This is an optimization exercise on Yosys and OpenROAD, whose aim is small area, not a production implementation. The RTL was checked by simulation tests, not by an equivalence proof against the original design. Power figures rest on the tool's default switching activity, not on a simulated workload.

<file path="design/flow/design.v">
module cordic(
    input signed [29:0] i_angle,
    input i_clk,
    input i_rst,
    input i_start,
    output signed [29:0] o_sin,
    output signed [29:0] o_cos,
    output o_done
);
localparam WD_EXT = 28;
localparam WD_INT = 62;
localparam START_VAL = 64'h26dd3b6a10d79a00;
localparam max_i = 8'd62;
reg signed [WD_INT+1:0] x;
reg signed [WD_INT+1:0] y; 
reg signed [WD_INT+1:0] z; 
reg signed [WD_INT+1:0] angle;
reg done;
assign o_done = done;
assign o_sin = y[(WD_INT+1):(WD_INT-WD_EXT)];
assign o_cos = x[(WD_INT+1):(WD_INT-WD_EXT)];
reg [7:0] i;
reg [7:0] state;
localparam 
    s_rst = 8'b0,
    s_work = 8'b1;
wire [WD_INT+1:0] atan [WD_INT:0];
assign atan[0] = 	63'h3243f6a8885a3000;
assign atan[1] = 	63'h1dac670561bb4f00;
assign atan[2] = 	63'hfadbafc96406e80;
assign atan[3] = 	63'h7f56ea6ab0bdb80;
assign atan[4] = 	63'h3feab76e59fbd40;
assign atan[5] = 	63'h1ffd55bba976250;
assign atan[6] = 	63'hfffaaadddb94d8;
assign atan[7] = 	63'h7fff5556eeea5c;
assign atan[8] = 	63'h3fffeaaab7776e;
assign atan[9] = 	63'h1ffffd5555bbbc;
assign atan[10] = 	63'hfffffaaaaadde;
assign atan[11] = 	63'h7fffff555556e;
assign atan[12] = 	63'h3fffffeaaaaaa;
assign atan[13] = 	63'h1ffffffd55554;
assign atan[14] = 	63'hfffffffaaaaa;
assign atan[15] = 	63'h7fffffff5554;
assign atan[16] = 	63'h3fffffffeaaa;
assign atan[17] = 	63'h1ffffffffd54;
assign atan[18] = 	63'hfffffffffaa;
assign atan[19] = 	63'h7fffffffff4;
assign atan[20] = 	63'h3fffffffffe;
assign atan[21] = 	63'h1fffffffffe;
assign atan[22] = 	63'hfffffffffe;
assign atan[23] = 	63'h7ffffffffe;
assign atan[24] = 	63'h3ffffffffe;
assign atan[25] = 	63'h1ffffffffe;
assign atan[26] = 	63'hffffffffe;
assign atan[27] = 	63'h800000000;
assign atan[28] = 	63'h400000000;
assign atan[29] = 	63'h200000000;
assign atan[30] = 	63'h100000000;
assign atan[31] = 	63'h80000000;
assign atan[32] = 	63'h40000000;
assign atan[33] = 	63'h20000000;
assign atan[34] = 	63'h10000000;
assign atan[35] = 	63'h8000000;
assign atan[36] = 	63'h4000000;
assign atan[37] = 	63'h2000000;
assign atan[38] = 	63'h1000000;
assign atan[39] = 	63'h800000;
assign atan[40] = 	63'h400000;
assign atan[41] = 	63'h200000;
assign atan[42] = 	63'h100000;
assign atan[43] = 	63'h80000;
assign atan[44] = 	63'h40000;
assign atan[45] = 	63'h20000;
assign atan[46] = 	63'h10000;
assign atan[47] = 	63'h8000;
assign atan[48] = 	63'h4000;
assign atan[49] = 	63'h2000;
assign atan[50] = 	63'h1000;
assign atan[51] = 	63'h800;
assign atan[52] = 	63'h400;
assign atan[53] = 	63'h200;
assign atan[54] = 	63'h100;
assign atan[55] = 	63'h80;
assign atan[56] = 	63'h40;
assign atan[57] = 	63'h20;
assign atan[58] = 	63'h10;
assign atan[59] = 	63'h8;
assign atan[60] = 	63'h4;
assign atan[61] = 	63'h2;
assign atan[62] = 	63'h1;
always @(posedge i_clk) begin
    if(i_rst) begin
        x <= 0;
        y <= 0;
        done <= 0;
        i <= 0;
        state <= s_rst;
    end
    else begin
        case (state)
            s_rst: begin
                if(i_start) begin
                    angle <= i_angle <<< (WD_INT-WD_EXT);
                    state <= s_work;
                    i <= 0;
                    x <= START_VAL;
                    y <= 0;
                    z <= 0;
                    done <= 0;
                end
            end
            s_work: begin
                if (z<=angle) begin
                    z <= z + atan[i];
                    x <= x - (y>>>i);
                    y <= y + (x>>>i);
                end
                else begin
                    z <= z - atan[i];
                    x <= x + (y>>>i);
                    y <= y - (x>>>i);
                end
                i <= i+1;
                if(i == max_i) begin
                    done <= 1'b1;
                    state <= s_rst;
                end
            end
        endcase
    end
end
endmodule
</file>
<file path="design/flow/run.sh">
#!/bin/bash
# synth_recipe.tcl (not shown) runs the flow's synth.tcl, then flattens the netlist and writes it again
# the make line also repeats each setting of config.mk as NAME=value (left out here)
make -C /OpenROAD-flow-scripts/flow DESIGN_CONFIG=/design/flow/config.mk WORK_HOME=/design/flow/orfs CLKGATE_MAP_FILE= SYNTH_SCRIPT=/design/flow/synth_recipe.tcl finish
</file>
<file path="design/flow/config.mk">
export PLATFORM = sky130hd
export DESIGN_NAME = cordic
export DESIGN_NICKNAME = cordic
export VERILOG_FILES = /design/flow/design.v
export SDC_FILE = /design/flow/constraint.sdc
export NUM_CORES = 4
export LEC_CHECK = 0
export CAP_MARGIN = 20
export CORE_MARGIN = 2
export CORE_UTILIZATION = 40
export SLEW_MARGIN = 20
</file>
<file path="design/flow/constraint.sdc">
create_clock -name core_clock -period 11.0 [get_ports {i_clk}]
set_input_delay 2.2000 -clock core_clock [delete_from_list [all_inputs] [get_ports {i_clk}]]
set_output_delay 2.2000 -clock core_clock [all_outputs]
set_load 0.01 [all_outputs]
</file>
==> results of run 1 <==
-- cell usage in the layout (no fill, tap or decap), types with 103 or more instances in the layout --
master / n
a21oi_1: 364
mux2i_1: 109
o21ai_0: 308
dfxtp_1: 129
nand2_1: 443
a22oi_1: 114
nor2_1: 516
inv_1: 115
nand3_1: 138
a21o_1: 138
xor2_1: 146
xnor2_1: 190
buf_4: 103
nor3_1: 104
ha_1: 232
-- power by group through the flow --
stage          Sequential (uW)  Combinational, uW  Clock [uW]
2_1_floorplan             1370               6530           0
3_3_place_gp              1630               8700           0
3_5_place_dp              1630               8680           0
4_1_cts                   1620               8740        1120
5_1_grt                   1640               9690        1150
6_report                  1630               8970        1090
-- cell type report --
type | instances | area share (%)
Antenna cell | 4 | 0.02643
Sequential cell | 232 | 14.81
Timing Repair Buffer | 201 | 4.712
Clock inverter | 14 | 0.2742
Tap cell | 1165 | 3.849
Clock buffer | 47 | 2.538
Multi-Input combinational cell | 4088 | 72.59
Inverter | 121 | 1.199
-- synth_stat cells, drive strengths merged, types with 44 or more instances --
cell type / n
nand2b: 60
nor3: 109
o21a: 48
a31oi: 67
a21oi: 365
edfxtp: 94
a22oi: 114
and2: 44
buf: 187
nand2: 444
dfxtp: 138
xnor2: 190
o211ai: 44
ha: 232
o22ai: 70
inv: 118
clkbuf: 187
xor2: 146
o21ai: 321
mux2: 55
nand3: 140
nor2: 523
a211oi: 78
nand4: 71
and3: 46
a21o: 138
nor2b: 61
mux2i: 110
nor4: 47
-- sequential cells by signal (all words and copies together) (netlist names) --
register / cells
y: 64
angle: 30
x: 64
i: 8
state: 1
z: 64
done: 1
-- cell families after synthesis --
| logic type | Yosys count | synth area share [%] |
|---|---|---|
| AND/OR/NAND/NOR | 1697 | 23.33 |
| AO/OA/AOI/OAI | 1627 | 30.78 |
| buffers and inverters | 495 | 6.776 |
| XOR/XNOR | 337 | 8.381 |
| adder cells (fa/ha/maj) | 235 | 8.374 |
| flip-flops | 232 | 15.79 |
| multiplexers | 192 | 6.581 |
-- worst reg2reg max path: cells and delay by family, from the launching register on --
family | cells | cell delay [ns]
flip-flops | 1 | 1.01
AO/OA/AOI/OAI | 11 | 3.02
AND/OR/NAND/NOR | 13 | 3.29
buffers and inverters | 2 | 0.64
adder cells (fa/ha/maj) | 2 | 0.94
XOR/XNOR | 2 | 0.31
-- worst max-delay path by stage --
| stage | end | from | depth (start not counted) | slack (ns) |
|---|---|---|---|---|
| final | z[63] | i[0] | 30 | 1.52 |
| after global routing | z[63] | i[0] | 30 | 0.77 |
| after CTS | z[63] | i[0] | 30 | 1.63 |
| after detailed placement | z[63] | i[0] | 31 | 1.67 |
| after global placement | z[63] | i[0] | 30 | 1.68 |
| after floorplan | z[63] | i[1] | 34 | 3.26 |
-- per-stage QoR --
stage          area, um^2  worst slack, ns  cells
6_report            37870            1.523   5872
3_3_place_gp        36770            1.680   5805
2_1_floorplan       35380            3.264   4815
4_1_cts             37840            1.626   5866
3_5_place_dp        36780            1.675   5805
5_1_grt             37860           0.7710   5868
-- metal layers --
layer	up-vias	wire [um]	global-route usage, %
met3	652	16460	8.220
met1	18980	67190	45.31
li1	17720	-	-
met4	10	12920	22.96
met5	-	64	0
met2	2255	77090	58.87
==> flow_metrics.env, run 1 <==
export IMPL_status="complete, no violations"
export IMPL_reg2reg_from="i[0]"
export IMPL_ir_drop_mv=0.2077
export IMPL_ant_nets=0
export IMPL_path_class="reg -> reg"
export IMPL_num_rows=109
export IMPL_via_per_inst=6.747
export IMPL_synth_enable_flop_cells=94
export IMPL_drv_cap=0
export IMPL_hold_class="reg -> reg"
export IMPL_cp_max_fo=74
export IMPL_finalCriticalPeriod_ns=9.477
export IMPL_synth_flop_cell="dfxtp_1"
export IMPL_core_um2=87970
export IMPL_path_common_cell="nand2_1"
export IMPL_cts_path_max_buffers=3
export IMPL_seq_power_share_pct=13.9
export IMPL_setup_viol=0
export IMPL_die_x_um=301.4
export IMPL_synth_seq_cells=232
export IMPL_ys_async_sr_fraction_pct=0
export IMPL_crit_path_max_incr_delay_ns=1.01
export IMPL_power_share_switching_pct=54.83
export IMPL_place_gp_congestion=1.098
export IMPL_final_core_utilization_pct=43.05
export IMPL_htree_levels=2
export IMPL_worstPathRequired_ns=11.35
export IMPL_critPathLaunchType="register"
export IMPL_synth_distinct_cells=120
export IMPL_cpLargestDelayFamily="simple AND/OR/NAND/NOR gates"
export IMPL_grt_max_degree=82
export IMPL_totalWireLength_um=173700
export IMPL_antenna_found_initial=7
export IMPL_holdBufCountCts=0
export IMPL_netlist_area_um2=35380
export IMPL_track_usage_pct=37.00
export IMPL_crit_buf_inv=2
export IMPL_clkPwrFrac_pct=9.3
export IMPL_cts_tree="yes"
export IMPL_start_util_pct=40.22
export IMPL_slowest_stage="dfxtp_4"
export IMPL_synth_top_area_share_pct=8.204
export IMPL_hold_path_depth=2
export IMPL_r2r_end="z[63]"
export IMPL_multi_input_area_um2=27490
export IMPL_clock_skew_ns=0.01853
export IMPL_hold_viol=0
export IMPL_tns_ns=0
export IMPL_firstDrtPassIters=9
export IMPL_dp_hpwl_um=133400
export IMPL_yosys_top_cells_area="ha_1 (8.2%), edfxtp_1 (8.0%), dfxtp_1 (7.8%)"
export IMPL_powerDensity_nw_per_um2=308.8
export IMPL_cts_made_buffers=34
export IMPL_synth_fp_nets=5083
export IMPL_holdPathEnd="done"
export IMPL_p_switching_uw=6411
export IMPL_die_height_um=301.4
export IMPL_cts_setup_buffers=0
export IMPL_drc=0
export IMPL_end_kind="register"
export IMPL_area_sequential_um2=5609
export IMPL_syn_inst=4815
export IMPL_arrival_ns=9.83
export IMPL_intPower_uw=5283
export IMPL_dieArea_um2=90850
export IMPL_p_comb_share_pct=76.7
export IMPL_synthToLayoutAreaGrowth_pct=7.030
export IMPL_cts_sinks=232
export IMPL_ys_warn_count=1
export IMPL_clkSlewWorstSetupHoldPaths_ns=0.06
export IMPL_p_leak_uw=0.01539
export IMPL_rsz0062_at_grt="false"
export IMPL_grt_overflow_total=0
export IMPL_n_fill_cell=9240
export IMPL_min_from="done"
export IMPL_slew_violations=0
export IMPL_timing_hold_ws_ns=0.4810
export IMPL_fin_crit_sh_pct=86.16
export IMPL_avgSynthCellArea_um2=7.348
export IMPL_wl_per_cell_um=29.59
export IMPL_worst_pin_slew_ns=1.236
export IMPL_layout_nets=4946
export IMPL_num_vias=39620
export IMPL_synth_largest_area_cell="ha_1"
export IMPL_grt_pass1_wl_um=251500
export IMPL_drt_iter0_markers=4897
export IMPL_root_buffer="clkbuf_16"
export IMPL_slew_headroom_pct=17.61
export IMPL_ios=94
export IMPL_fmax_ghz=0.1055
export IMPL_clock_latency_ns=0.62
export IMPL_synth_seq_area_share_pct=15.79
export IMPL_drive_gt1_share_pct=7.570
export IMPL_fin_total_pwr_uw=11690
export IMPL_reg2regPathDepth=30
export IMPL_rrSetupSlack_ns=1.52
export IMPL_cts_resized=0
export IMPL_portBuffers=93
export IMPL_grt_pass1_vias=36980
==> inputs of run 2 (changes only) <==
==> design/flow/design.v (replaced) <==
module cordic(
    input signed [29:0] i_angle,
    input i_clk,
    input i_rst,
    input i_start,
    output signed [29:0] o_sin,
    output signed [29:0] o_cos,
    output o_done
);
localparam W = 36;
localparam D = 18;
reg [W-1:0] x;
reg [W-1:0] y;
reg [W-1:0] z;
reg [4:0] i;
reg c;           
reg busy;
reg done;
reg cx, cy, cz;  
assign o_done = done;
assign o_cos = x[W-1:W-30];
assign o_sin = y[W-1:W-30];
wire last = (i == 5'd30);
wire d = c ? ~z[D-1] : ~z[W-1];
wire sub_x = d;
wire sub_y = ~d;
reg [W-1:0] atan;
always @(*) begin
    case (i)
            5'd0: atan = 36'h3243f6a89;
            5'd1: atan = 36'h1dac67056;
            5'd2: atan = 36'h0fadbafc9;
            5'd3: atan = 36'h07f56ea6b;
            5'd4: atan = 36'h03feab76e;
            5'd5: atan = 36'h01ffd55bc;
            5'd6: atan = 36'h00fffaaae;
            5'd7: atan = 36'h007fff555;
            5'd8: atan = 36'h003fffeab;
            5'd9: atan = 36'h001ffffd5;
            5'd10: atan = 36'h000fffffb;
            5'd11: atan = 36'h0007fffff;
            5'd12: atan = 36'h000400000;
            5'd13: atan = 36'h000200000;
            5'd14: atan = 36'h000100000;
            5'd15: atan = 36'h000080000;
            5'd16: atan = 36'h000040000;
            5'd17: atan = 36'h000020000;
            5'd18: atan = 36'h000010000;
            5'd19: atan = 36'h000008000;
            5'd20: atan = 36'h000004000;
            5'd21: atan = 36'h000002000;
            5'd22: atan = 36'h000001000;
            5'd23: atan = 36'h000000800;
            5'd24: atan = 36'h000000400;
            5'd25: atan = 36'h000000200;
            5'd26: atan = 36'h000000100;
            5'd27: atan = 36'h000000080;
            5'd28: atan = 36'h000000040;
            5'd29: atan = 36'h000000020;
            5'd30: atan = 36'h000000010;
        default: atan = {W{1'b0}};
    endcase
end
wire fill_y = last ? sub_x : (c ? y[D-1] : y[W-1]);
wire fill_x = last ? sub_y : (c ? x[D-1] : x[W-1]);
wire [W+32:0] src_y = c ? {{(D+32){fill_y}}, y[D-1:0], 1'b0}
                        : {{32{fill_y}}, y[W-1] ^ last, y[W-2:0], 1'b0};
wire [W+32:0] src_x = c ? {{(D+32){fill_x}}, x[D-1:0], 1'b0}
                        : {{32{fill_x}}, x[W-1] ^ last, x[W-2:0], 1'b0};
wire [W+32:0] sh_y = src_y >> i;
wire [W+32:0] sh_x = src_x >> i;
wire [D-1:0] op_x = sh_y[D:1] ^ {D{sub_x}};
wire [D-1:0] op_y = sh_x[D:1] ^ {D{sub_y}};
wire [D-1:0] op_z = (c ? atan[W-1:D] : atan[D-1:0]) ^ {D{d}};
wire ci_x = c ? cx : sh_y[0] ^ sub_x;
wire ci_y = c ? cy : sh_x[0] ^ sub_y;
wire ci_z = c ? cz : d;
wire [D:0] sum_x = {1'b0, x[D-1:0]} + {1'b0, op_x} + {{D{1'b0}}, ci_x};
wire [D:0] sum_y = {1'b0, y[D-1:0]} + {1'b0, op_y} + {{D{1'b0}}, ci_y};
wire [D:0] sum_z = {1'b0, z[D-1:0]} + {1'b0, op_z} + {{D{1'b0}}, ci_z};
always @(posedge i_clk) begin
    if (i_rst) begin
        busy <= 1'b0;
        done <= 1'b0;
    end else if (i_start) begin
        busy <= 1'b1;
        done <= 1'b0;
        i <= 5'd0;
        c <= 1'b0;
        x <= 36'h26dd3b6a1;
        y <= {W{1'b0}};
        z <= {i_angle, 6'b0};
    end else if (busy) begin
        x <= {sum_x[D-1:0], x[W-1:D]};
        y <= {sum_y[D-1:0], y[W-1:D]};
        z <= {sum_z[D-1:0], z[W-1:D]};
        cx <= sum_x[D];
        cy <= sum_y[D];
        cz <= sum_z[D];
        c <= ~c;
        if (c) begin
            i <= i + 5'd1;
            if (last) begin
                busy <= 1'b0;
                done <= 1'b1;
            end
        end
    end
end
endmodule
==> run 2 against run 1 <==
Via count down 69%. Highest routed layer is now met4. Still clean. Critical path type unchanged. Worst setup slack better by 3.1 ns. Synthesized area shrank 61%. Die area is 60% lower. Cell count decreased by 66%. Clock skew is 0.00090 ns lower. Combinational power decreased by 87%. Maximum frequency rose by 48%. Clock-buffer cell count is 25 lower.
==> flow_metrics.env, run 2 <==
export IMPL_cts_path_max_buffers=2
export IMPL_status="complete, no violations"
export IMPL_hold_class="reg -> reg"
export IMPL_ant_nets=0
export IMPL_fin_ws_ns=4.582
export IMPL_totalWireLength_um=47150
export IMPL_synthToLayoutAreaGrowth_pct=11.04
export IMPL_worst_pin_slew_ns=1.006
export IMPL_met1_usage_pct=38.26
export IMPL_holdBufCountCts=0
export IMPL_ys_warn_count=1
export IMPL_synth_fp_nets=1596
export IMPL_slew_violations=0
export IMPL_dp_slack_ns=4.661
export IMPL_path_class="reg -> reg"
export IMPL_cp_max_fo=69
export IMPL_seq_power_share_pct=31.7
export IMPL_synth_seq_cells=153
export IMPL_worstSetupStartpoint="c"
export IMPL_r2r_end="y[34]"
export IMPL_grt_max_degree=83
export IMPL_rrSetupSlack_ns=4.58
export IMPL_cp_endpoint="y[34]"
export IMPL_busiest_layer="met2"
export IMPL_p_leak_uw=0.005720
export IMPL_avgSynthCellArea_um2=9.323
export IMPL_clkPwrFrac_pct=23.1
export IMPL_drt_iter0_markers=1234
export IMPL_arrival_ns=6.60
export IMPL_start_util_pct=40.48
export IMPL_core_um2=34460
export IMPL_place_gp_congestion=0.9642
export IMPL_cts_setup_buffers=0
export IMPL_use_met2_pct=39.62
export IMPL_wl_per_cell_um=23.96
export IMPL_cts_made_buffers=17
export IMPL_layout_nets=1600
export IMPL_tns_ns=0
export IMPL_drv_cap=0
export IMPL_p_switching_uw=1012
export IMPL_die_height_um=190.7
export IMPL_powerDensity_nw_per_um2=165.5
export IMPL_cts_tree="yes"
export IMPL_ys_async_sr_fraction_pct=0
export IMPL_reg2regPathDepth=18
export IMPL_netlist_top_cells_count="nor2_1 (122), edfxtp_1 (117), nand2_1 (117)"
export IMPL_crit_path_max_incr_delay_ns=0.89
export IMPL_reg2reg_from="c"
export IMPL_dp_hpwl_um=34070
export IMPL_end_kind="register"
export IMPL_cts_resized=0
export IMPL_num_vias=12140
export IMPL_grt_pass1_wl_um=72090
export IMPL_track_usage_pct=26.25
export IMPL_synth_flop_cell="edfxtp_1"
export IMPL_dieArea_um2=36380
export IMPL_slew_headroom_pct=32.55
export IMPL_portBuffers=93
export IMPL_power_share_switching_pct=39.48
export IMPL_clkSlewWorstSetupHoldPaths_ns=0.07
export IMPL_p_comb_share_pct=45.2
export IMPL_grt_use_met3_pct=4.122
export IMPL_grt_overflow_total=0
export IMPL_synth_most_common_cell="nor2_1"
export IMPL_mostFrequentLayoutCells="nor2_1 (121), nand2_1 (117), edfxtp_1 (117)"
export IMPL_final_instance_count_excl_fill=1968
export IMPL_synth_seq_area_share_pct=30.36
export IMPL_firstDrtPassIters=6
export IMPL_drive_gt1_share_pct=12.10
export IMPL_intPower_uw=1551
export IMPL_root_buffer="clkbuf_16"
export IMPL_synth_distinct_cells=98
export IMPL_syn_inst=1496
export IMPL_worstPathRequired_ns=11.18
export IMPL_path_cells="buf_4 -> nor2b_1 -> mux2i_1 -> buf_4 -> a2111oi_0 -> o31a_1 -> o211ai_2 -> xnor2_1 -> o21ai_1 -> fa_1 -> fa_1 -> a211o_1 -> a21oi_1 -> o21ai_0 -> a221oi_1 -> o2bb2ai_1 -> xor2_1 -> nor2_1"
export IMPL_htree_levels=4
export IMPL_rsz0062_at_grt="false"
export IMPL_fmax_ghz=0.1558
export IMPL_yosys_top_cells_area="edfxtp_1 (25%), mux4_2 (6.8%), ha_1 (5.5%)"
export IMPL_netlist_area_um2=13950
export IMPL_grt_pass1_vias=11430
export IMPL_reg_largest_list="x (36), y (36), z (36)"
export IMPL_num_antenna_cells=0
export IMPL_ios=94
export IMPL_antenna_found_initial=1
export IMPL_num_rows=68
export IMPL_finalCriticalPeriod_ns=6.418
export IMPL_critPathLaunchType="register"
export IMPL_synth_largest_area_cell="edfxtp_1"
export IMPL_setup_viol=0
export IMPL_clock_skew_ns=0.01762
export IMPL_fin_crit_sh_pct=58.34
export IMPL_ir_drop_mv=0.1220
export IMPL_via_per_inst=6.168
export IMPL_cts_sinks=153
export IMPL_hold_viol=0
export IMPL_synth_top_area_share_pct=25.19
export IMPL_clock_latency_ns=0.47
export IMPL_slowest_stage="edfxtp_1"
export IMPL_die_x_um=190.7
export IMPL_dp_cells=1936
export IMPL_synth_enable_flop_cells=117
export IMPL_drc=0
export IMPL_final_common_cell="nor2_1"
==> run 2: worst min-delay path by stage <==
stage	from	to	slack [ns]	depth (start not counted)
final	z[21]	z[3]	0.54	1
after global routing	z[21]	z[3]	0.55	1
after CTS	z[20]	z[2]	0.54	1
after detailed placement	z[20]	z[2]	0.53	1
after global placement	z[19]	z[1]	0.52	1
after floorplan	z[18]	z[0]	0.51	1
==> run 2: per-stage QoR <==
stage / area, um^2 / util, % / hold WS, ns / power [uW]
after CTS: 15490 / 44.95 / 0.5411 / 2560
final: 15490 / 44.95 / 0.5390 / 2562
after detailed placement: 14910 / 43.27 / 0.5252 / 1956
after global placement: 14890 / 43.21 / 0.5157 / 1950
after floorplan: 13950 / - / 0.5091 / 1616
after global routing: 15490 / 44.95 / 0.5521 / 2710
==> run 2: area by class of cell <==
cell class	count	area [um^2]
Fill cell	3392	18970
Tap cell	455	569.3
Multi-Input combinational cell	1183	8872
Inverter	26	97.59
Sequential cell	153	4234
Timing Repair Buffer	119	1136
Clock inverter	10	80.08
Clock buffer	22	498.0
==> run 2: cells by family after synthesis <==
group | count (synthesis) | synth area share (%)
AND/OR/NAND/NOR | 460 | 16.44
AO/OA/AOI/OAI | 413 | 19.86
buffers and inverters | 160 | 6.199
flip-flops | 153 | 30.36
multiplexers | 149 | 14.85
XOR/XNOR | 94 | 5.957
adder cells (fa/ha/maj) | 67 | 6.334
==> run 2: power by group through the flow <==
stage	Clock, uW	Sequential (uW)	Combinational, uW
2_1_floorplan	0	789	826
3_3_place_gp	0	821	1130
3_5_place_dp	0	822	1130
4_1_cts	604	810	1150
5_1_grt	624	818	1270
6_report	592	812	1160
==> run 2: critical path: cells and delay by family (launching register included) <==
kind	cells	cell delay, ns
buffers and inverters	2	0.96
AO/OA/AOI/OAI	9	2.49
adder cells (fa/ha/maj)	2	1.00
flip-flops	1	0.89
XOR/XNOR	2	0.34
AND/OR/NAND/NOR	2	0.35
multiplexers	1	0.10
==> run 2: layer usage <==
layer / vias to the layer above / share of wire [%] / wire length (um)
li1: 5612 / - / -
met1: 5970 / 47 / 22080
met2: 472 / 44 / 20860
met3: 85 / 6.1 / 2857
met4: 0 / 2.9 / 1354
met5: - / 0 / 0
==> inputs of run 3 (changes only) <==
==> design/flow/design.v (replaced) <==
module cordic(
    input signed [29:0] i_angle,
    input i_clk,
    input i_rst,
    input i_start,
    output signed [29:0] o_sin,
    output signed [29:0] o_cos,
    output o_done
);
localparam W = 36;
localparam D = 18;
reg [W-1:0] x;
reg [W-1:0] y;
reg [W-1:0] z;
reg [4:0] i;
reg c;           
reg busy;
reg done;
reg cx, cy, cz;  
assign o_done = done;
assign o_cos = x[W-1:W-30];
assign o_sin = y[W-1:W-30];
wire last = (i == 5'd30);
wire d = c ? ~z[D-1] : ~z[W-1];
wire sub_x = d;
wire sub_y = ~d;
localparam [31*W-1:0] ATAN = {
    36'h000000010,
    36'h000000020,
    36'h000000040,
    36'h000000080,
    36'h000000100,
    36'h000000200,
    36'h000000400,
    36'h000000800,
    36'h000001000,
    36'h000002000,
    36'h000004000,
    36'h000008000,
    36'h000010000,
    36'h000020000,
    36'h000040000,
    36'h000080000,
    36'h000100000,
    36'h000200000,
    36'h000400000,
    36'h0007fffff,
    36'h000fffffb,
    36'h001ffffd5,
    36'h003fffeab,
    36'h007fff555,
    36'h00fffaaae,
    36'h01ffd55bc,
    36'h03feab76e,
    36'h07f56ea6b,
    36'h0fadbafc9,
    36'h1dac67056,
    36'h3243f6a89
};
wire [W-1:0] atan = ATAN[W*i +: W];
wire fill_y = last ? sub_x : (c ? y[D-1] : y[W-1]);
wire fill_x = last ? sub_y : (c ? x[D-1] : x[W-1]);
wire [W+32:0] src_y = c ? {{(D+32){fill_y}}, y[D-1:0], 1'b0}
                        : {{32{fill_y}}, y[W-1] ^ last, y[W-2:0], 1'b0};
wire [W+32:0] src_x = c ? {{(D+32){fill_x}}, x[D-1:0], 1'b0}
                        : {{32{fill_x}}, x[W-1] ^ last, x[W-2:0], 1'b0};
wire [W+32:0] sh_y = src_y >> i;
wire [W+32:0] sh_x = src_x >> i;
wire [D-1:0] op_x = sh_y[D:1] ^ {D{sub_x}};
wire [D-1:0] op_y = sh_x[D:1] ^ {D{sub_y}};
wire [D-1:0] op_z = (c ? atan[W-1:D] : atan[D-1:0]) ^ {D{d}};
wire ci_x = c ? cx : sh_y[0] ^ sub_x;
wire ci_y = c ? cy : sh_x[0] ^ sub_y;
wire ci_z = c ? cz : d;
wire [D:0] k_x, k_y, k_z;
wire [D-1:0] sum_x, sum_y, sum_z;
assign k_x[0] = ci_x;
assign k_y[0] = ci_y;
assign k_z[0] = ci_z;
genvar g;
generate
    for (g = 0; g < D; g = g + 1) begin : rca
        assign sum_x[g] = x[g] ^ op_x[g] ^ k_x[g];
        assign k_x[g+1] = (x[g] & op_x[g]) | (k_x[g] & (x[g] ^ op_x[g]));
        assign sum_y[g] = y[g] ^ op_y[g] ^ k_y[g];
        assign k_y[g+1] = (y[g] & op_y[g]) | (k_y[g] & (y[g] ^ op_y[g]));
        assign sum_z[g] = z[g] ^ op_z[g] ^ k_z[g];
        assign k_z[g+1] = (z[g] & op_z[g]) | (k_z[g] & (z[g] ^ op_z[g]));
    end
endgenerate
always @(posedge i_clk) begin
    if (i_start) begin
        z <= {i_angle, 6'b0};
        i <= 5'd0;
        c <= 1'b0;
    end else begin
        z <= {sum_z, z[W-1:D]};
        c <= ~c;
        if (c)
            i <= i + 5'd1;
    end
    cx <= k_x[D];
    cy <= k_y[D];
    cz <= k_z[D];
end
always @(posedge i_clk) begin
    if (i_start) begin
        x <= 36'h26dd3b6a1;
        y <= {W{1'b0}};
    end else if (busy) begin
        x <= {sum_x, x[W-1:D]};
        y <= {sum_y, y[W-1:D]};
    end
end
always @(posedge i_clk) begin
    if (i_rst) begin
        busy <= 1'b0;
        done <= 1'b0;
    end else if (i_start) begin
        busy <= 1'b1;
        done <= 1'b0;
    end else if (busy && c && last) begin
        busy <= 1'b0;
        done <= 1'b1;
    end
end
endmodule
==> design/flow/flow/run.sh (new file) <==
#!/bin/bash
# The standard layout, with the smallest buffer cell for the port buffers.
set -euo pipefail
bash standard.sh "BUFFER_PORTS_ARGS=-buffer_cell sky130_fd_sc_hd__buf_1" finish > standard.log 2>&1
==> design/flow/standard.sh (new file) <==
#!/bin/bash
# synth_recipe.tcl (not shown) runs the flow's synth.tcl, then flattens the netlist and writes it again
# the make line also repeats each setting of config.mk as NAME=value (left out here)
make -C /OpenROAD-flow-scripts/flow DESIGN_CONFIG=/design/flow/config.mk WORK_HOME=/design/flow/orfs CLKGATE_MAP_FILE= SYNTH_SCRIPT=/design/flow/synth_recipe.tcl "${@:-finish}"
--- a/design/flow/config.mk
+++ b/design/flow/config.mk
@@ -5,6 +5,7 @@
 export SDC_FILE = /design/flow/constraint.sdc
 export NUM_CORES = 4
 export LEC_CHECK = 0
+export ABC_AREA = 1
 export CAP_MARGIN = 20
 export CORE_MARGIN = 2
 export CORE_UTILIZATION = 40
removed: design/flow/run.sh
==> run 3 against run 2 <==
Clock-buffer cell count decreased by 3. Largest cell class unchanged. Critical endpoint is now x[35]. Clock power increased by 3%. Worst setup slack got worse by 4.0 ns. Core utilization decreased by 0.56 points. Clock skew decreased by 0.0058 ns. Critical path type unchanged.
==> flow_metrics.env, run 3 <==
export IMPL_reg_largest_list="x (36), y (36), z (36)"
export IMPL_hold_class="reg -> reg"
export IMPL_synth_seq_cells=119
export IMPL_dp_hpwl_um=29460
export IMPL_layout_nets=1724
export IMPL_drive_gt1_share_pct=8.171
export IMPL_ios=94
export IMPL_drv_cap=0
export IMPL_hold_path_depth=2
export IMPL_path_common_cell="fa_1"
export IMPL_portBuffers=93
export IMPL_synth_most_common_cell="nand2_1"
export IMPL_n_fill_cell=2768
export IMPL_die_x_um=165.7
export IMPL_setup_viol=0
export IMPL_dp_slack_ns=0.4587
export IMPL_clock_skew_ns=0.01183
export IMPL_mostFrequentLayoutCells="nand2_1 (369), nand3_1 (320), o21ai_0 (175)"
export IMPL_slew_headroom_pct=34.71
export IMPL_arrival_ns=10.75
export IMPL_holdPathEnd="z[1]"
export IMPL_drt_iter0_markers=1423
export IMPL_path_class="reg -> reg"
export IMPL_slew_violations=0
export IMPL_worst_pin_slew_ns=0.9793
export IMPL_antenna_found_initial=0
export IMPL_crit_path_max_incr_delay_ns=0.47
export IMPL_synth_largest_area_cell="dfxtp_1"
export IMPL_powerDensity_nw_per_um2=199.3
export IMPL_final_common_cell="nand2_1"
export IMPL_clkSlewWorstSetupHoldPaths_ns=0.06
export IMPL_track_usage_pct=28.96
export IMPL_syn_inst=1620
export IMPL_multi_input_area_um2=6983
export IMPL_place_gp_congestion=0.9471
export IMPL_r2r_end="x[35]"
export IMPL_ys_async_sr_fraction_pct=0
export IMPL_tns_ns=0
export IMPL_hold_viol=0
export IMPL_synth_flop_cell="dfxtp_1"
export IMPL_fin_ws_ns=0.5326
export IMPL_reg2regPathDepth=39
export IMPL_num_antenna_cells=0
export IMPL_cts_sinks=119
export IMPL_dieArea_um2=27460
export IMPL_synth_enable_flop_cells=0
export IMPL_slowest_stage="fa_1"
export IMPL_ys_warn_count=1
export IMPL_cts_made_buffers=17
export IMPL_cp_max_fo=36
export IMPL_fin_crit_sh_pct=95.16
export IMPL_end_kind="register"
export IMPL_fmax_ghz=0.09554
export IMPL_cts_tree="yes"
export IMPL_rrSetupSlack_ns=0.53
export IMPL_start_util_pct=40.48
export IMPL_grt_max_degree=111
export IMPL_synth_fp_nets=1717
export IMPL_min_from="z[19]"
export IMPL_clock_latency_ns=0.44
export IMPL_holdBufCountCts=0
export IMPL_core_um2=25840
export IMPL_cts_resized=0
export IMPL_area_sequential_um2=2391
export IMPL_critPathLaunchType="register"
export IMPL_worstPathRequired_ns=11.28
export IMPL_synth_distinct_cells=46
export IMPL_avgSynthCellArea_um2=6.457
export IMPL_status="complete, no violations"
export IMPL_num_vias=11370
export IMPL_htree_levels=4
export IMPL_cts_path_max_buffers=2
export IMPL_num_rows=59
export IMPL_synth_seq_area_share_pct=22.78
export IMPL_netlist_area_um2=10460
export IMPL_reg2reg_from="i[0]"
export IMPL_drc=0
export IMPL_synthToLayoutAreaGrowth_pct=9.629
export IMPL_totalWireLength_um=40110
export IMPL_finalCriticalPeriod_ns=10.47
export IMPL_rsz0062_at_grt="false"
export IMPL_grt_pass1_wl_um=62250
export IMPL_p_leak_uw=0.005075
export IMPL_grt_pass1_vias=10530
export IMPL_yosys_top_cells_area="dfxtp_1 (23%), nand3_1 (15%), nand2_1 (13%)"
export IMPL_wl_per_cell_um=20.31
export IMPL_root_buffer="clkbuf_16"
export IMPL_netlist_top_cells_count="nand2_1 (369), nand3_1 (321), o21ai_0 (175)"
export IMPL_cts_setup_buffers=0
export IMPL_firstDrtPassIters=9
export IMPL_ant_nets=0
export IMPL_grt_overflow_total=0
export IMPL_via_per_inst=5.759
export IMPL_die_height_um=165.7
export IMPL_ir_drop_mv=0.09105
export IMPL_synth_top_area_share_pct=22.78
==> run 3: cell count changes after synthesis, moves of 65 or more <==
cell | before | now
edfxtp_1 | 117 | 0
nand2_1 | 117 | 369
mux2i_1 | 69 | 4
o21ai_0 | 87 | 175
xnor2_1 | 75 | 0
nand3_1 | 30 | 321
inv_1 | 23 | 105
dfxtp_1 | 36 | 119
==> run 3: cell type report <==
cell class	instances	area share (%)
multi-input cells	1247	60.89
well taps	335	3.655
inverters	113	3.732
repair buffers	129	5.521
clock buffers	19	3.863
clock inverters	13	1.484
flip-flops and latches	119	20.85
==> run 3: critical path, delay by kind of cell (launching register included) <==
kind,cells,cell delay (ns)
adder cells (fa/ha/maj),19,7.74
AND/OR/NAND/NOR,12,1.43
buffers and inverters,5,0.39
AO/OA/AOI/OAI,3,0.37
flip-flops,1,0.36
==> run 3: stage by stage <==
step                      instances  hold slack (ns)  cell area, um^2  util, %  total power [uW]
after global placement         1943           0.3916            10830    41.91              1663
after floorplan                1620           0.3883            10460        -              1325
final                          1975           0.4038            11470    44.38              2285
after detailed placement       1943           0.3970            10830    41.91              1678
after CTS                      1975           0.4062            11440    44.29              2290
after global routing           1975           0.4214            11470    44.38              2458
==> run 3: kinds of logic after synthesis <==
logic type                 Yosys count  share of synthesized area [%]
buffers and inverters              254                          10.75
DFF                                119                          22.78
xor gates and xnor gates            25                          2.093
AOI/OAI and AO/OA                  341                          17.58
muxes                                4                         0.3828
adders and majority gates           64                          11.53
and+or+nand+nor                    813                          34.88
==> run 3: where the power goes <==
| part | internal (uW) | switching (uW) |
|---|---|---|
| clock | 365 | 242 |
| combinational | 374 | 709 |
| sequential | 529 | 65.5 |
| total | 1270 | 1020 |
==> run 3: worst max-delay path by stage <==
stage / startpoint / to / slack [ns] / cells after the start
6_report: i[0] / x[35] / 0.53 / 39
5_1_grt: i[0] / y[35] / 0.0003 / 39
4_1_cts: i[0] / x[35] / 0.45 / 39
3_5_place_dp: i[0] / x[35] / 0.46 / 39
3_3_place_gp: i[0] / x[35] / 0.61 / 39
2_1_floorplan: i[0] / x[35] / 0.81 / 42
==> run 3: metal layers <==
layer / share of wire, % / GRT usage, %
met1: 44 / 39.93
met2: 46 / 45.90
met3: 7.5 / 4.731
met4: 3.4 / 10.40
met5: 0 / 0
==> inputs of run 4 (changes only) <==
--- a/design/flow/config.mk
+++ b/design/flow/config.mk
@@ -9,4 +9,5 @@
 export CAP_MARGIN = 20
 export CORE_MARGIN = 2
 export CORE_UTILIZATION = 40
+export CTS_BUF_LIST = sky130_fd_sc_hd__clkbuf_8
 export SLEW_MARGIN = 20
==> run 4 against run 3 <==
Still clean on timing, DRC and antenna. Clock skew up 0.0084 ns. Synthesized area unchanged. Global-route usage about the same. Sequential power about the same. Clock-buffer cell count down 1. Routed wire length up 0.13%. Power down 6.6%. Critical path type unchanged. Critical endpoint unchanged.
==> flow_metrics.env, run 4 <==
export IMPL_grt_pass1_vias=10520
export IMPL_ir_drop_mv=0.08540
export IMPL_path_class="reg -> reg"
export IMPL_ys_async_sr_fraction_pct=0
export IMPL_cpLargestDelayFamily="adder cells"
export IMPL_fmax_ghz=0.09531
export IMPL_layout_nets=1724
export IMPL_slew_headroom_pct=33.94
export IMPL_synthToLayoutAreaGrowth_pct=7.751
export IMPL_syn_inst=1620
export IMPL_status="complete, no violations"
export IMPL_arrival_ns=10.81
export IMPL_synth_distinct_cells=46
export IMPL_final_core_utilization_pct=43.62
export IMPL_via_per_inst=5.766
export IMPL_wl_met1_um=17240
export IMPL_fin_crit_sh_pct=95.38
export IMPL_dp_slack_ns=0.4587
export IMPL_maxUsedRoutingLayer="met4"
export IMPL_timing_hold_ws_ns=0.4080
export IMPL_hold_class="reg -> reg"
export IMPL_p_leak_uw=0.004992
export IMPL_grt_pass1_wl_um=62420
export IMPL_ios=94
export IMPL_worstPathRequired_ns=11.32
export IMPL_n_fill_cell=2787
export IMPL_start_util_pct=40.48
export IMPL_num_antenna_cells=0
export IMPL_die_x_um=165.7
export IMPL_synth_enable_flop_cells=0
export IMPL_met2WireLength_um=18310
export IMPL_dp_hpwl_um=29460
export IMPL_cts_tree="yes"
export IMPL_wl_per_cell_um=20.34
export IMPL_cts_sinks=119
export IMPL_synth_seq_cells=119
export IMPL_routed_wl_met3_um=3317
export IMPL_synth_seq_area_share_pct=22.78
export IMPL_track_usage_pct=28.93
export IMPL_dieArea_um2=27460
export IMPL_synth_fp_nets=1717
export IMPL_synth_most_common_cell="nand2_1"
export IMPL_clock_latency_ns=0.48
export IMPL_clkSlewWorstSetupHoldPaths_ns=0.09
export IMPL_yosys_top_cells_area="dfxtp_1 (23%), nand3_1 (15%), nand2_1 (13%)"
export IMPL_antenna_found_initial=0
export IMPL_avgSynthCellArea_um2=6.457
export IMPL_slowest_stage="dfxtp_2"
export IMPL_netlist_top_cells_count="nand2_1 (369), nand3_1 (321), o21ai_0 (175)"
export IMPL_num_rows=59
export IMPL_drv_cap=0
export IMPL_root_buffer="clkbuf_8"
export IMPL_portBuffers=93
export IMPL_firstDrtPassIters=5
export IMPL_grt_overflow_total=0
export IMPL_cp_max_fo=36
export IMPL_finalCriticalPeriod_ns=10.49
export IMPL_worst_pin_slew_ns=0.9909
export IMPL_slew_violations=0
export IMPL_num_vias=11390
export IMPL_drive_gt1_share_pct=8.110
export IMPL_drt_iter0_markers=1336
export IMPL_final_common_cell="nand2_1"
export IMPL_cts_made_buffers=17
export IMPL_path_common_cell="fa_1"
export IMPL_die_height_um=165.7
export IMPL_crit_buf_inv=4
export IMPL_core_um2=25840
export IMPL_clock_skew_ns=0.02027
export IMPL_powerDensity_nw_per_um2=189.4
export IMPL_place_gp_congestion=0.9471
export IMPL_critPathLaunchType="register"
export IMPL_grt_max_degree=111
export IMPL_end_kind="register"
export IMPL_reg_largest_list="x (36), y (36), z (36)"
export IMPL_synth_flop_cell="dfxtp_1"
export IMPL_cts_path_max_buffers=2
export IMPL_hold_viol=0
export IMPL_totalWireLength_um=40170
export IMPL_ant_nets=0
export IMPL_synth_top_area_share_pct=22.78
export IMPL_synth_largest_area_cell="dfxtp_1"
export IMPL_crit_path_max_incr_delay_ns=0.47
export IMPL_htree_levels=4
export IMPL_fin_ws_ns=0.5078
export IMPL_mostFrequentLayoutCells="nand2_1 (369), nand3_1 (321), o21ai_0 (174)"
export IMPL_ys_warn_count=1
export IMPL_drc=0
export IMPL_setup_viol=0
export IMPL_netlist_area_um2=10460
-- run 4: path summary, 6_finish.rpt --
kind               from     to  slack, ns  depth (start not counted)
setup / recovery   i[1]  x[35]       0.51                         37
hold / removal    z[19]   z[1]       0.41                          2
setup reg to reg   i[1]  x[35]       0.51                         37
hold reg to reg   z[19]   z[1]       0.41                          2
-- run 4: final cells by class --
class                           instances  area [um^2]  share of cell area, %
Tap cell                              335        419.2                  3.719
Clock inverter                         14        173.9                  1.543
Inverter                              113        427.9                  3.797
Sequential cell                       119         2391                  21.21
Multi-Input combinational cell       1247         6978                  61.91
Clock buffer                           18        247.7                  2.198
Timing Repair Buffer                  129        633.1                  5.617
-- run 4: metal layers --
layer | GRT usage [%] | vias to the layer above
met2 | 46.00 | 569
met4 | 10.02 | 0
met3 | 4.205 | 85
met5 | 0 | -
met1 | 40.25 | 5326
li1 | - | 5408
-- run 4: power by group --
group          switching, uW  internal [uW]  total [uW]  leakage [uW]
sequential              66.1            529         595      0.000992
combinational            710            375        1080       0.00379
clock                    223            232         455      0.000207
-- run 4: cell families after synthesis --
kind of cell / after synthesis / share of synthesized area, %
xor+xnor: 25 / 2.093
flops: 119 / 22.78
mux: 4 / 0.3828
buf+inv: 254 / 10.75
simple gates: 813 / 34.88
compound gates: 341 / 17.58
fa+ha+maj: 64 / 11.53
-- run 4: timing repair --
action | in CTS | in global routing
hold buffers | 0 | 0
resized for setup | 0 | 3
endpoints found under the setup margin | 0 | 2
setup buffers | 0 | 0
endpoints found under the hold margin | 0 | 0
-- run 4: stage by stage --
stage	TNS [ns]	total power (uW)	instances	area, um^2
floorplan	0	1325	1620	10460
global placement	0	1663	1943	10830
detailed placement	0	1678	1943	10830
CTS	0	2137	1975	11250
global route	-0.0002087	2303	1975	11270
finish	0	2134	1975	11270
-- run 4: tightest hold or removal path, stage by stage (launching register included) --
cell and delay (ns):
dfxtp_1 0.31, inv_1 0.04, nor2_1 0.03
==> inputs of run 5 (changes only) <==
==> design/flow/run.sh (new file) <==
#!/bin/bash
# synth_recipe.tcl (not shown) runs the flow's synth.tcl, then flattens the netlist and writes it again
# the make line also repeats each setting of config.mk as NAME=value (left out here)
make -C /OpenROAD-flow-scripts/flow DESIGN_CONFIG=/design/flow/config.mk WORK_HOME=/design/flow/orfs CLKGATE_MAP_FILE= SYNTH_SCRIPT=/design/flow/synth_recipe.tcl finish
--- a/design/flow/config.mk
+++ b/design/flow/config.mk
@@ -9,5 +9,4 @@
 export CAP_MARGIN = 20
 export CORE_MARGIN = 2
 export CORE_UTILIZATION = 40
-export CTS_BUF_LIST = sky130_fd_sc_hd__clkbuf_8
 export SLEW_MARGIN = 20
removed: design/flow/flow/run.sh
removed: design/flow/standard.sh
==> run 5 against run 4 <==
Critical endpoint unchanged. Register-to-register slack lost 0.02 ns. Synthesized cell count is the same. Global-route usage grew 1.0 points. Largest power group unchanged. Sequential power grew 0.7%.
==> flow_metrics.env, run 5 <==
export IMPL_slew_headroom_pct=39.58
export IMPL_yosys_top_cells_area="dfxtp_1 (23%), nand3_1 (15%), nand2_1 (13%)"
export IMPL_synthToLayoutAreaGrowth_pct=15.51
export IMPL_ios=94
export IMPL_dp_hpwl_um=30420
export IMPL_root_buffer="clkbuf_16"
export IMPL_rsz0062_at_grt="false"
export IMPL_drt_iter0_markers=1310
export IMPL_firstDrtPassIters=5
export IMPL_core_um2=25840
export IMPL_reg2regPathDepth=35
export IMPL_dp_slack_ns=0.5062
export IMPL_worst_pin_slew_ns=0.9062
export IMPL_place_gp_congestion=0.9773
export IMPL_worstPathRequired_ns=11.29
export IMPL_holdPathEnd="z[5]"
export IMPL_holdBufCountCts=0
export IMPL_ys_async_sr_fraction_pct=0
export IMPL_grt_overflow_total=0
export IMPL_clkSlewWorstSetupHoldPaths_ns=0.07
export IMPL_setup_viol=0
export IMPL_path_common_cell="fa_1"
export IMPL_synth_top_area_share_pct=22.78
export IMPL_synth_seq_area_share_pct=22.78
export IMPL_antenna_found_initial=1
export IMPL_clock_skew_ns=0.01688
export IMPL_fmax_ghz=0.09511
export IMPL_track_usage_pct=29.97
export IMPL_hold_path_depth=2
export IMPL_reg2reg_from="c"
export IMPL_via_per_inst=5.762
export IMPL_r2r_end="x[35]"
export IMPL_synth_fp_nets=1717
export IMPL_rrSetupSlack_ns=0.49
export IMPL_reg_largest_list="x (36), y (36), z (36)"
export IMPL_drv_cap=0
export IMPL_tns_ns=0
export IMPL_avgSynthCellArea_um2=6.457
export IMPL_num_rows=59
export IMPL_cts_sinks=119
export IMPL_dieArea_um2=27460
export IMPL_critPathLaunchType="register"
export IMPL_totalWireLength_um=41390
export IMPL_synth_largest_area_cell="dfxtp_1"
export IMPL_synth_enable_flop_cells=0
export IMPL_powerDensity_nw_per_um2=194.6
export IMPL_num_vias=11410
export IMPL_min_from="z[23]"
export IMPL_die_height_um=165.7
export IMPL_status="complete, no violations"
export IMPL_slowest_stage="o21ai_0"
export IMPL_synth_most_common_cell="nand2_1"
export IMPL_wl_per_cell_um=20.90
export IMPL_grt_pass1_wl_um=64050
export IMPL_grt_max_degree=111
export IMPL_slew_violations=0
export IMPL_ir_drop_mv=0.08781
export IMPL_cts_tree="yes"
export IMPL_path_class="reg -> reg"
export IMPL_end_kind="register"
export IMPL_cts_made_buffers=17
export IMPL_cts_setup_buffers=0
export IMPL_fin_crit_sh_pct=95.58
export IMPL_syn_inst=1620
export IMPL_synth_distinct_cells=46
export IMPL_grt_pass1_vias=10730
export IMPL_ys_warn_count=1
export IMPL_fin_total_pwr_uw=2352
export IMPL_hold_viol=0
export IMPL_synth_seq_cells=119
export IMPL_clock_latency_ns=0.45
export IMPL_layout_nets=1729
export IMPL_portBuffers=93
export IMPL_hold_class="reg -> reg"
export IMPL_final_core_utilization_pct=46.77
export IMPL_p_leak_uw=0.005366
export IMPL_htree_levels=4
export IMPL_die_x_um=165.7
export IMPL_mostFrequentLayoutCells="nand2_1 (369), nand3_1 (321), o21ai_0 (175)"
export IMPL_arrival_ns=10.81
export IMPL_num_antenna_cells=0
export IMPL_timing_hold_ws_ns=0.4002
export IMPL_synth_flop_cell="dfxtp_1"
export IMPL_fin_ws_ns=0.4861
export IMPL_cts_resized=0
export IMPL_drive_gt1_share_pct=8.389
export IMPL_finalCriticalPeriod_ns=10.51
export IMPL_crit_path_max_incr_delay_ns=0.58
export IMPL_cts_path_max_buffers=2
export IMPL_netlist_area_um2=10460
export IMPL_drc=0
export IMPL_cp_max_fo=28
export IMPL_ant_nets=0
export IMPL_final_common_cell="nand2_1"
export IMPL_start_util_pct=40.48
export IMPL_netlist_top_cells_count="nand2_1 (369), nand3_1 (321), o21ai_0 (175)"
-- run 5: cell families (layout without fill, tap and decap cells) --
logic type / count (synthesis) / in the layout / share of synthesized area (%)
fa+ha+maj: 64 / 64 / 11.53
xor+xnor: 25 / 25 / 2.093
compound gates: 341 / 341 / 17.58
mux: 4 / 4 / 0.3828
simple gates: 813 / 813 / 34.88
buf+inv: 254 / 279 / 10.75
flops: 119 / 119 / 22.78
-- run 5: cell type report --
| type | count | area, um^2 |
|---|---|---|
| well taps | 335 | 419.2 |
| repair buffers | 134 | 1259 |
| clock buffers | 18 | 439.2 |
| fillers | 2699 | 13750 |
| inverters | 113 | 426.7 |
| clock inverters | 14 | 187.7 |
| multi-input cells | 1247 | 6960 |
| flip-flops and latches | 119 | 2391 |
-- run 5: where the power goes --
group	switching, uW	internal [uW]
clock	256	369
sequential	70.1	529
combinational	707	420
-- run 5: worst max path at each step --
stage	slack (ns)	end	cells past startpoint	start
2_1_floorplan	0.81	x[35]	42	i[0]
3_3_place_gp	0.62	y[35]	37	c
3_5_place_dp	0.51	x[35]	39	i[0]
4_1_cts	0.49	x[35]	39	i[0]
5_1_grt	0.03	x[35]	39	i[0]
6_report	0.49	x[35]	35	c
-- run 5: through the flow --
step | instance area, um^2 | cells
finish | 12080 | 1980
global route | 12080 | 1980
CTS | 12080 | 1980
detailed placement | 11450 | 1948
global placement | 11450 | 1948
floorplan | 10460 | 1620
-- run 5: critical path: cells and delay by family (launching register included) --
family | cells | cell delay (ns)
adder cells (fa/ha/maj) | 18 | 7.51
flip-flops | 1 | 0.46
AND/OR/NAND/NOR | 10 | 1.20
AO/OA/AOI/OAI | 4 | 0.93
buffers and inverters | 3 | 0.22
-- run 5: layer usage --
layer / track usage (%) / part of all wire, %
met4: 10.96 / 3.4
met3: 4.803 / 7.0
met1: 40.69 / 43
met5: 0 / 0
met2: 48.22 / 46

port drivers added, routing unchanged:
How much do the figures lean on ideal ports? The routed layouts below were timed once more, with nothing changed but the port constraints. Step 1, drivers: a clkbuf_16 drives i_clk and a buf_2 each remaining input, both assumed. Step 2 moves the port delays by t, midway between the first and last clock arrival at a register: inputs arrive t later, outputs are due t later. That takes back most of the time a late clock gives input paths. a / b / c = no drivers / after step 1 / after step 2; a / b = the first two.
| run | t (ns) | setup WS [ns] | latest minus earliest clock arrival (ns) | worst data-port slew with drivers (ns) | cell pins on the clock port's net |
|---|---|---|---|---|---|
| run 1 | 0.683 | 1.523 / 1.523 / 1.523 | 0.018 / 0.018 | 0.05 | 1 |
| run 2 | 0.516 | 4.582 / 4.582 / 4.582 | 0.018 / 0.018 | 0.05 | 1 |
| run 3 | 0.487 | 0.533 / 0.533 / 0.533 | 0.012 / 0.012 | 0.04 | 1 |
| run 4 | 0.516 | 0.508 / 0.508 / 0.508 | 0.020 / 0.021 | 0.05 | 1 |
| run 5 | 0.493 | 0.486 / 0.486 / 0.486 | 0.017 / 0.017 | 0.04 | 1 |
After both steps setup and hold are still met in every run listed.
